Source: an optimization exercise on an open RTL-to-GDS flow (aim: small area). Production flows keep margins and buffers that such runs may drop.
In this exercise RTL edits were held to simulation tests only and were not proved equivalent to the original.
No activity file was given, so power comes from the tool's default toggle rates.

File: flow/config.mk
export PLATFORM = sky130hd
export DESIGN_NAME = mips
export DESIGN_NICKNAME = mips
export VERILOG_FILES = /design/flow/design.v
export SDC_FILE = /design/flow/constraint.sdc
export NUM_CORES = 4
export LEC_CHECK = 0
export CAP_MARGIN = 40
export CORE_MARGIN = 2
export CORE_UTILIZATION = 45
export GPL_TIMING_DRIVEN = 0
export PLACE_DENSITY = 0.6
export SETUP_SLACK_MARGIN = 0.4
export SLEW_MARGIN = 40
export SYNTH_HIERARCHICAL = 1
File: flow/constraint.sdc
create_clock -name core_clock -period 11.0 [get_ports {clk}]
set_input_delay 2.2000 -clock core_clock [delete_from_list [all_inputs] [get_ports {clk}]]
set_output_delay 2.2000 -clock core_clock [all_outputs]
set_load 0.01 [all_outputs]
File: flow/design.v
module rf_rdpair(input s0n, input q0n, input s1n, input q1n, output y);
assign y = ~((s0n | q0n) & (s1n | q1n));
endmodule
module rf_hold(input we, input wen, input d, input q, output y);
assign y = (we & d) | (wen & q);
endmodule
module rf_nor2(input a, input b, output y);
assign y = ~(a | b);
endmodule
module rf_nand4(input [3:0] a, output y);
assign y = ~&a;
endmodule
module rf_or2(input a, input b, output y);
assign y = a | b;
endmodule
module rf_or16(input [15:0] t, output y);
wire [7:0] n;
wire [1:0] m;
genvar i;
generate for (i = 0; i < 8; i = i + 1) begin : p
  rf_nor2 g(t[2*i], t[2*i+1], n[i]);
end endgenerate
rf_nand4 g0(n[3:0], m[0]);
rf_nand4 g1(n[7:4], m[1]);
rf_or2 g2(m[0], m[1], y);
endmodule
module fa_cell(input a, input b, input ci, output s, output co);
assign {co, s} = a + b + ci;
endmodule
module mips(clk, rst, imem_addr, imem_rdata, dmem_addr, dmem_wdata, dmem_we, dmem_re, dmem_rdata,
            DMA_data, DMA_Address, request_to_dma);
input clk, rst;
output [31:0] imem_addr;
input  [31:0] imem_rdata;
output [31:0] dmem_addr, dmem_wdata;
output dmem_we, dmem_re;
input  [31:0] dmem_rdata;
output reg request_to_dma;
output [15:0] DMA_data, DMA_Address;
wire [31:0] ir = imem_rdata;
wire [5:0] op = ir[31:26];
wire [4:0] rs = ir[25:21];
wire [4:0] rt = ir[20:16];
wire [4:0] rd = ir[15:11];
wire [4:0] shamt = ir[10:6];
wire [5:0] funct = ir[5:0];
wire [15:0] imm = ir[15:0];
wire [31:0] simm = {{16{imm[15]}}, imm};
wire rtype = (op == 6'd0);
wire f_add = rtype & (funct == 6'd32);
wire f_sub = rtype & (funct == 6'd34);
wire f_and = rtype & (funct == 6'd36);
wire f_or  = rtype & (funct == 6'd37);
wire f_slt = rtype & (funct == 6'd42);
wire f_jr  = rtype & (funct == 6'd8);
wire f_sll = rtype & (funct == 6'd0);
wire i_addi = (op == 6'd8);
wire i_ori  = (op == 6'd13);
wire i_lw   = (op == 6'd35);
wire i_sw   = (op == 6'd43);
wire i_beq  = (op == 6'd4);
wire i_j    = (op == 6'd2);
wire i_jal  = (op == 6'd3);
wire i_m56  = (op == 6'd56);
wire i_m57  = (op == 6'd57);
wire i_m59  = (op == 6'd59);
wire move   = i_m56 | i_m57 | i_m59;
wire alusrc = i_addi | i_ori | i_lw | i_sw | move;
wire do_sub = f_sub | f_slt | i_beq;
wire regwrite = f_add | f_sub | f_and | f_or | f_slt | f_sll | i_addi | i_ori | i_lw | i_jal;
wire [31:0] wd;
wire [4:0] wsel = i_jal ? 5'd31 : (rtype ? rd : rt);
wire we_g = regwrite & ~rst;
wire [31:0] wdn = ~(wd & {32{~rst}});       
wire [31:0] wdn29 = wdn & ~({32{rst}} & 32'd1200);
wire [31:0] sa_n, st_n;
wire [31:0] qn [0:31];
reg  [31:0] a, rtv;
genvar gi, gj;
generate
  for (gi = 0; gi < 32; gi = gi + 1) begin : dec
    assign sa_n[gi] = ~(rs == gi);
    assign st_n[gi] = ~(rt == gi);
  end
  for (gi = 0; gi < 32; gi = gi + 1) begin : rdb
    wire [15:0] ta, tt;
    for (gj = 0; gj < 16; gj = gj + 1) begin : pr
      rf_rdpair pa(sa_n[2*gj], qn[2*gj][gi], sa_n[2*gj+1], qn[2*gj+1][gi], ta[gj]);
      rf_rdpair pt(st_n[2*gj], qn[2*gj][gi], st_n[2*gj+1], qn[2*gj+1][gi], tt[gj]);
    end
    wire ya, yt;
    rf_or16 oa(ta, ya);
    rf_or16 ot(tt, yt);
    always @(*) begin a[gi] = ya; rtv[gi] = yt; end
  end
  for (gi = 0; gi < 32; gi = gi + 1) begin : rf
    reg [31:0] r;
    wire we_i = (we_g & (wsel == gi)) | ((gi == 0 || gi == 29) ? rst : 1'b0);
    wire wen_i = ~we_i;
    wire [31:0] d_i = (gi == 29) ? wdn29 : wdn;
    wire [31:0] nx;
    for (gj = 0; gj < 32; gj = gj + 1) begin : hb
      rf_hold h(we_i, wen_i, d_i[gj], r[gj], nx[gj]);
    end
    always @(posedge clk) r <= nx;
    assign qn[gi] = r;
  end
endgenerate
wire [31:0] b = alusrc ? simm : (f_jr ? 32'd4 : rtv);
wire [32:0] sum = {1'b0, a} + {1'b0, b ^ {32{do_sub}}} + {32'd0, do_sub};
wire zero = (sum[31:0] == 32'd0);
wire ltu = ~sum[32];
wire [31:0] shl = rtv << shamt;
reg [31:0] pc;
assign wd = ({32{f_add | f_sub | i_addi}} & sum[31:0])
          | ({32{f_and}} & (a & b))
          | ({32{f_or | i_ori}} & (a | b))
          | {31'd0, f_slt & ltu}
          | ({32{f_sll}} & shl)
          | ({32{i_lw}} & dmem_rdata)
          | ({32{i_jal}} & pc);
assign dmem_addr = sum[31:0];
assign dmem_wdata = rtv;
assign dmem_we = i_sw;
assign dmem_re = i_lw;
wire [31:0] pc4 = {pc[31:2] + 30'd1, pc[1:0]};
wire [16:0] brlo;
wire [16:0] brc;
assign brc[0] = 1'b0;
genvar bi;
generate for (bi = 0; bi < 16; bi = bi + 1) begin : brfa
  fa_cell f(pc4[bi+2], imm[bi], brc[bi], brlo[bi], brc[bi+1]);
end endgenerate
assign brlo[16] = brc[16];
wire [13:0] brhi_inc = pc4[31:18] + 14'd1;
wire [13:0] brhi_dec = pc4[31:18] - 14'd1;
wire [13:0] brhi = (imm[15] == brlo[16]) ? pc4[31:18] : (brlo[16] ? brhi_inc : brhi_dec);
wire [31:0] pcbr = {brhi, brlo[15:0], pc[1:0]};
wire [31:0] pcnext = f_jr ? sum[31:0] :
                     (i_j | i_jal) ? {pc4[31:28], ir[25:0], 2'b00} :
                     (i_beq & zero) ? pcbr : pc4;
reg [1:0] step;
reg mem_src;
wire io = (imm > 16'd32764);
reg [1:0] last;
reg done_req;
always @(*) begin
  last = 2'd0; done_req = 1'b0;
  if (i_m56) last = 2'd1;
  else if (i_m57) last = 2'd3;
  else if (i_m59) begin
    if (!io && mem_src) last = 2'd3;
    else if (io && mem_src) begin last = 2'd1; done_req = 1'b1; end
    else if (!io && !mem_src) begin last = 2'd1; done_req = 1'b1; end
  end
end
always @(posedge clk) begin
  if (rst) begin
    pc <= 32'd0;
    step <= 2'd0;
    mem_src <= 1'b0;
    request_to_dma <= 1'b0;
  end else begin
    request_to_dma <= 1'b0;
    if (!move)
      pc <= pcnext;
    else if (step != last)
      step <= step + 2'd1;
    else begin
      step <= 2'd0;
      pc <= pcnext;
      request_to_dma <= done_req;
      if (i_m57) mem_src <= !io;
      else if (i_m59) mem_src <= 1'b0;
    end
  end
end
assign imem_addr = pc;
reg [15:0] dq;
reg [3:0] aq;
reg valid;
reg [15:0] dn;
reg [3:0] an;
always @(*) begin
  valid = 1'b1; dn = 16'd0; an = 4'd0;
  if (i_m56) begin an = 4'd1; dn = imm; end
  else if (i_m57) begin
    if (io) begin
      case (step)
        2'd0: begin an = 4'd7;  dn = 16'h0080; end
        2'd1: begin an = 4'd11; dn = 16'h0000; end
        2'd2: begin an = 4'd10; dn = 16'h0008; end
        default: begin an = 4'd12; dn = 16'h0000; end
      endcase
    end else begin
      case (step)
        2'd0: begin an = 4'd0;  dn = imm; end
        2'd1: begin an = 4'd11; dn = 16'h0000; end
        2'd2: begin an = 4'd12; dn = 16'h0000; end
        default: valid = 1'b0;
      endcase
    end
  end else if (i_m59) begin
    if (!io && mem_src) begin
      case (step)
        2'd0: begin an = 4'd13; dn = imm; end
        2'd1: begin an = 4'd7;  dn = 16'h0001; end
        2'd2: begin an = 4'd12; dn = 16'h0000; end
        default: valid = 1'b0;
      endcase
    end else if (io && mem_src) begin
      if (step == 2'd0) begin an = 4'd10; dn = 16'h0004; end
      else begin an = 4'd7; dn = 16'h0000; end
    end else if (!io && !mem_src) begin
      an = 4'd0; dn = imm;
    end else valid = 1'b0;
  end else valid = 1'b0;
end
wire [15:0] dbus = valid ? dn : dq;
wire [3:0] abus = valid ? an : aq;
always @(posedge clk) begin
  if (rst) begin dq <= 16'd0; aq <= 4'd0; end
  else begin dq <= dbus; aq <= abus; end
end
assign DMA_data = dbus;
assign DMA_Address = {12'd0, abus};
endmodule
File: flow/flow/run.sh
#!/bin/bash
set -euo pipefail
export BUFFER_PORTS_ARGS="-buffer_cell sky130_fd_sc_hd__buf_1"
export CTS_ARGS="-sink_clustering_enable -repair_clock_nets -dont_use_dummy_load -sink_clustering_size 24 -sink_clustering_max_diameter 100"
bash standard.sh > standard_flow.log 2>&1
File: flow/standard.sh
#!/bin/bash
# synth_recipe.tcl (not shown) runs the flow's synth.tcl, then flattens the netlist and writes it again
# the make line also repeats each setting of config.mk as NAME=value (left out here)
make -C /OpenROAD-flow-scripts/flow DESIGN_CONFIG=/design/flow/config.mk WORK_HOME=/design/flow/orfs CLKGATE_MAP_FILE= SYNTH_SCRIPT=/design/flow/synth_recipe.tcl "${@:-finish}"
==> results.yml <==
clock_tree:
  cts_tree: "yes"
  cts_buffer_depth: 3
  clk_latency_ns: 0.76
  hold_buffers: 0
  h-tree-depth: 2
  clk_pin_slew_ns: 0.10
  cts_root_buffer: "clkbuf_16"
  clock_sinks: 1080
  cts_made_buffers: 52
global_route:
  track_usage: 0.434
  grt_pass1_wl_microns: 369000
  antenna_found_initial: 21
  grt_start_max_net_pins: 34
  overflow: 0
  grt_pass1_vias: 49000
timing:
  clock_skew_ns: 0.132
  fin_setup_tns_ns: 0
  final_hold_viol_count: 0
  setup_ws_ns: 0.304
  finalSetupViolations: 0
  worst_pin_slew_ns: 0.991
  period_minus_slack_ns: 10.70
  slew_headroom: 0.337
  max_freq_ghz: 0.0935
  period_share: 0.972
  drv_slew: 0
  rsz0062_at_grt: "yes"
status:
  status: "complete, no violations"
synthesis:
  synth_edf_count: 0
  synth_top_area_cell: "dfxtp_1"
  yosysWarnings: 7
  synthTopCellsByArea: "dfxtp_1 42%, a22o_1 18%, o22ai_1 13%"
  synth_top_area_frac: 0.422
  syn_avg_cell_area_sq_um: 9.27
  ys_async_sr_fraction: 0
  synthCells: 5519
  syn_area_sq_um: 51200
  ys_seq_area_frac: 0.422
  synthFlopType: "dfxtp_1"
  yosysUniqueCellTypes: 90
  synth_seq_cells: 1080
die:
  dieArea_sq_um: 116000
  core_area_sq_um: 113000
  die_x_microns: 341
  pin_count: 197
  rows: 123
  dieHeight_microns: 341
  start_util: 0.454
pwr:
  p_leak_nw: 22.4
  ir_drop_mv: 0.108
  powerDensity_nw_per_um2: 159
min_path:
  hp-class: "flop to flop"
setup_path:
  cp.arrival_ns: 8.50
  cp-start-kind: "primary input"
  path_max_fanout: 31
  cp-end-kind: "output pin"
  criticalPathCategory: "primary input to output pin"
  worstPathRequired_ns: 8.80
placement:
  io_buffer_count: 178
  gp_congestion: 1.10
  dp_hpwl_microns: 174000
  place_ws_ns: -0.449
routing:
  drc: 0
  first_pass_iters: 9
  wirelength_microns: 269000
  num_vias: 54700
  routed_via_density: 7.45
  antenna_left: 0
  wl_per_cell_microns: 36.7
  drt_iter0_markers: 8864
layout:
  fillers: 10600
  area_growth_pct: 12.6
  multi_input_area_sq_um: 30000
  drive_gt1_frac: 0.0863
  layout.nets: 5968
  final-seq-area_sq_um: 21600
flow_run:
  maxCapViolCount: 0
==> power breakdown <==
group          total [mW]  internal [mW]  switching [mW]
Sequential           4.35           4.16           0.196
Clock                2.18          0.844            1.33
Combinational        2.66          0.836            1.82
==> synthesized netlist by cell type, drive strengths merged, types with 10 or more instances <==
| master | instances |
|---|---|
| o22ai | 1034 |
| mux2 | 17 |
| inv | 69 |
| and3 | 31 |
| a222oi | 30 |
| nand2 | 200 |
| o211ai | 10 |
| nor2b | 38 |
| ha | 56 |
| nor2 | 652 |
| buf | 61 |
| dfxtp | 1080 |
| a21o | 12 |
| xnor2 | 64 |
| and2 | 18 |
| a31oi | 10 |
| o221ai | 15 |
| nand2b | 11 |
| o21ai | 117 |
| or3 | 34 |
| a211oi | 14 |
| xor2 | 22 |
| mux4 | 17 |
| nor3 | 34 |
| a21oi | 146 |
| nor4 | 16 |
| nand4 | 142 |
| a22o | 1038 |
| nand3 | 37 |
| clkbuf | 110 |
| fa | 18 |
| or2 | 99 |
| a211o | 23 |
| mux2i | 64 |
| o31ai | 10 |
| o21a | 13 |
| a221oi | 44 |
==> registers in the layout (all words and copies together) (netlist names) <==
register / count
mem_src: 1
dq: 16
request_to_dma: 1
aq: 4
step: 2
pc: 32
rf.r: 1024
==> kinds of logic after synthesis <==
family | Yosys count | synth area share
AOI/OAI and AO/OA | 2582 | 0.371
and+or+nand+nor | 1356 | 0.125
DFF | 1080 | 0.422
buffers and inverters | 242 | 0.0218
muxes | 98 | 0.0240
xor gates and xnor gates | 86 | 0.0147
adders and majority gates | 74 | 0.0207
other | 1 | 0.0000733
==> path summary, 6_finish.rpt <==
kind | cells after the start | end | slack [ns] | start
setup reg to reg | 30 | pc[30]$_SDFFE_PP0P_ | 1.61 | pc[2]$_SDFFE_PP0P_
setup / recovery | 23 | dmem_addr[29] | 0.30 | imem_rdata[19]
hold / removal | 1 | rf[9].r[19]$_DFF_P_ | 0.50 | rf[9].r[19]$_DFF_P_
hold reg to reg | 1 | rf[9].r[19]$_DFF_P_ | 0.50 | rf[9].r[19]$_DFF_P_
==> routing by layer <==
| metal | routed length (microns) | global-route usage | vias to the layer above |
|---|---|---|---|
| li1 | - | - | 22900 |
| met1 | 101000 | 0.561 | 26700 |
| met2 | 108000 | 0.614 | 4230 |
| met3 | 36800 | 0.137 | 833 |
| met4 | 23200 | 0.301 | 18 |
| met5 | 113 | 0 | - |
==> stage by stage <==
stage | hold slack [ns] | power (mW) | instance area [sq um] | cells | util
after floorplan | 0.461 | 5.72 | 51200 | 5531 | -
after global placement | 0.475 | 6.75 | 53800 | 7209 | 0.478
after detailed placement | 0.479 | 6.83 | 55300 | 7241 | 0.491
after CTS | 0.505 | 8.97 | 57100 | 7303 | 0.507
after global routing | 0.518 | 9.38 | 57600 | 7328 | 0.512
final | 0.504 | 9.19 | 57700 | 7336 | 0.512
==> modules after synthesis, one instance, submodules excluded, a selection <==
| module | cell area, sq um | copies in the design |
|---|---|---|
| fa_cell | 20.0 | 16 |
| mips | 32400 | 1 |
| rf_hold | 8.76 | 1024 |
| rf_nand4 | 6.26 | 128 |
| rf_nor2 | 3.75 | 512 |
| rf_or2 | 6.26 | 64 |
| rf_rdpair | 6.26 | 1024 |
==> cell type report <==
class                           instances  share of cell area
Tap cell                             1500              0.0326
Antenna cell                           10            0.000434
Inverter                               71             0.00588
Timing Repair Buffer                  237              0.0277
Clock buffer                           52              0.0226
Multi-Input combinational cell       4215               0.521
Sequential cell                      1080               0.375
Buffer                                171              0.0152
==> layout by cell type, fill, tap and decap left out, types with 14 or more instances in the layout <==
master	Yosys	final
a211o_1	23	23
a21oi_1	146	139
a221oi_1	44	44
a222oi_1	30	30
a22o_1	1038	1038
and2_1	18	18
and3_1	31	31
buf_1	6	175
buf_12	0	22
buf_4	48	74
clkbuf_1	110	96
clkbuf_16	0	52
clkbuf_2	0	14
dfxtp_1	1080	1080
ha_1	56	55
inv_1	69	36
inv_4	0	27
mux2_2	15	15
mux2i_1	63	61
mux4_2	17	17
nand2_1	200	120
nand2_4	0	53
nand2_8	0	25
nand3_1	37	36
nand4_1	142	142
nor2_1	652	630
nor2b_1	38	38
nor3_1	34	25
o21ai_0	117	112
o221ai_1	15	14
o22ai_1	1034	1033
or2_1	64	55
or2_4	0	31
or3_1	34	19
xnor2_1	64	58
xor2_1	22	20
==> worst max-delay path, stage by stage <==
cell	delay (ns)
clkbuf_2	0.21
inv_1	0.22
nand2_1	0.29
nor2_4	0.15
nand2_4	0.13
buf_12	0.23
o22ai_1	0.11
nor2_1	0.37
nand4_1	0.46
or2_1	0.51
and3_1	0.22
a21oi_1	0.33
xnor2_1	0.12
ha_1	0.39
a21oi_1	0.22
o21a_1	0.31
nor2_1	0.12
nor4_4	0.50
o221ai_4	0.27
and3_1	0.21
or3_1	0.36
and2_1	0.29
buf_1	0.17
==> what timing repair did <==
item	in CTS	in global routing
gates resized for setup	76	63
pin swaps	5	22
setup endpoints to repair	22	22
gates cloned	0	6
buffers inserted	10	14

-- static timing again, ports no longer ideal --
Ports are ideal in the flow. The routed layout listed here was re-timed in OpenROAD. Step 1: set_driving_cell puts a clkbuf_16 on clk and a buf_2 on each other input, an assumption about the parent block. Step 2 times the ports against the registers' clock, not the clock port: input delays grow and output delays shrink by t, the midpoint of the rising clock arrivals with the driver on. Slacks: ideal ports / drivers / drivers and shift; pairs: ideal ports / drivers.
shift t [ns]: 0.775
setup slack, ns: 0.304 / 0.173 / -0.002
worst setup path after step 2: input to register
worst slew at a driven data input, ns: 0.12
cell pins on the clock port's net: 1
With both steps, setup timing fails in this run, where it was met with ideal ports. The setup slack of this run moves by -0.131 ns with the drivers and by -0.306 ns with both steps.
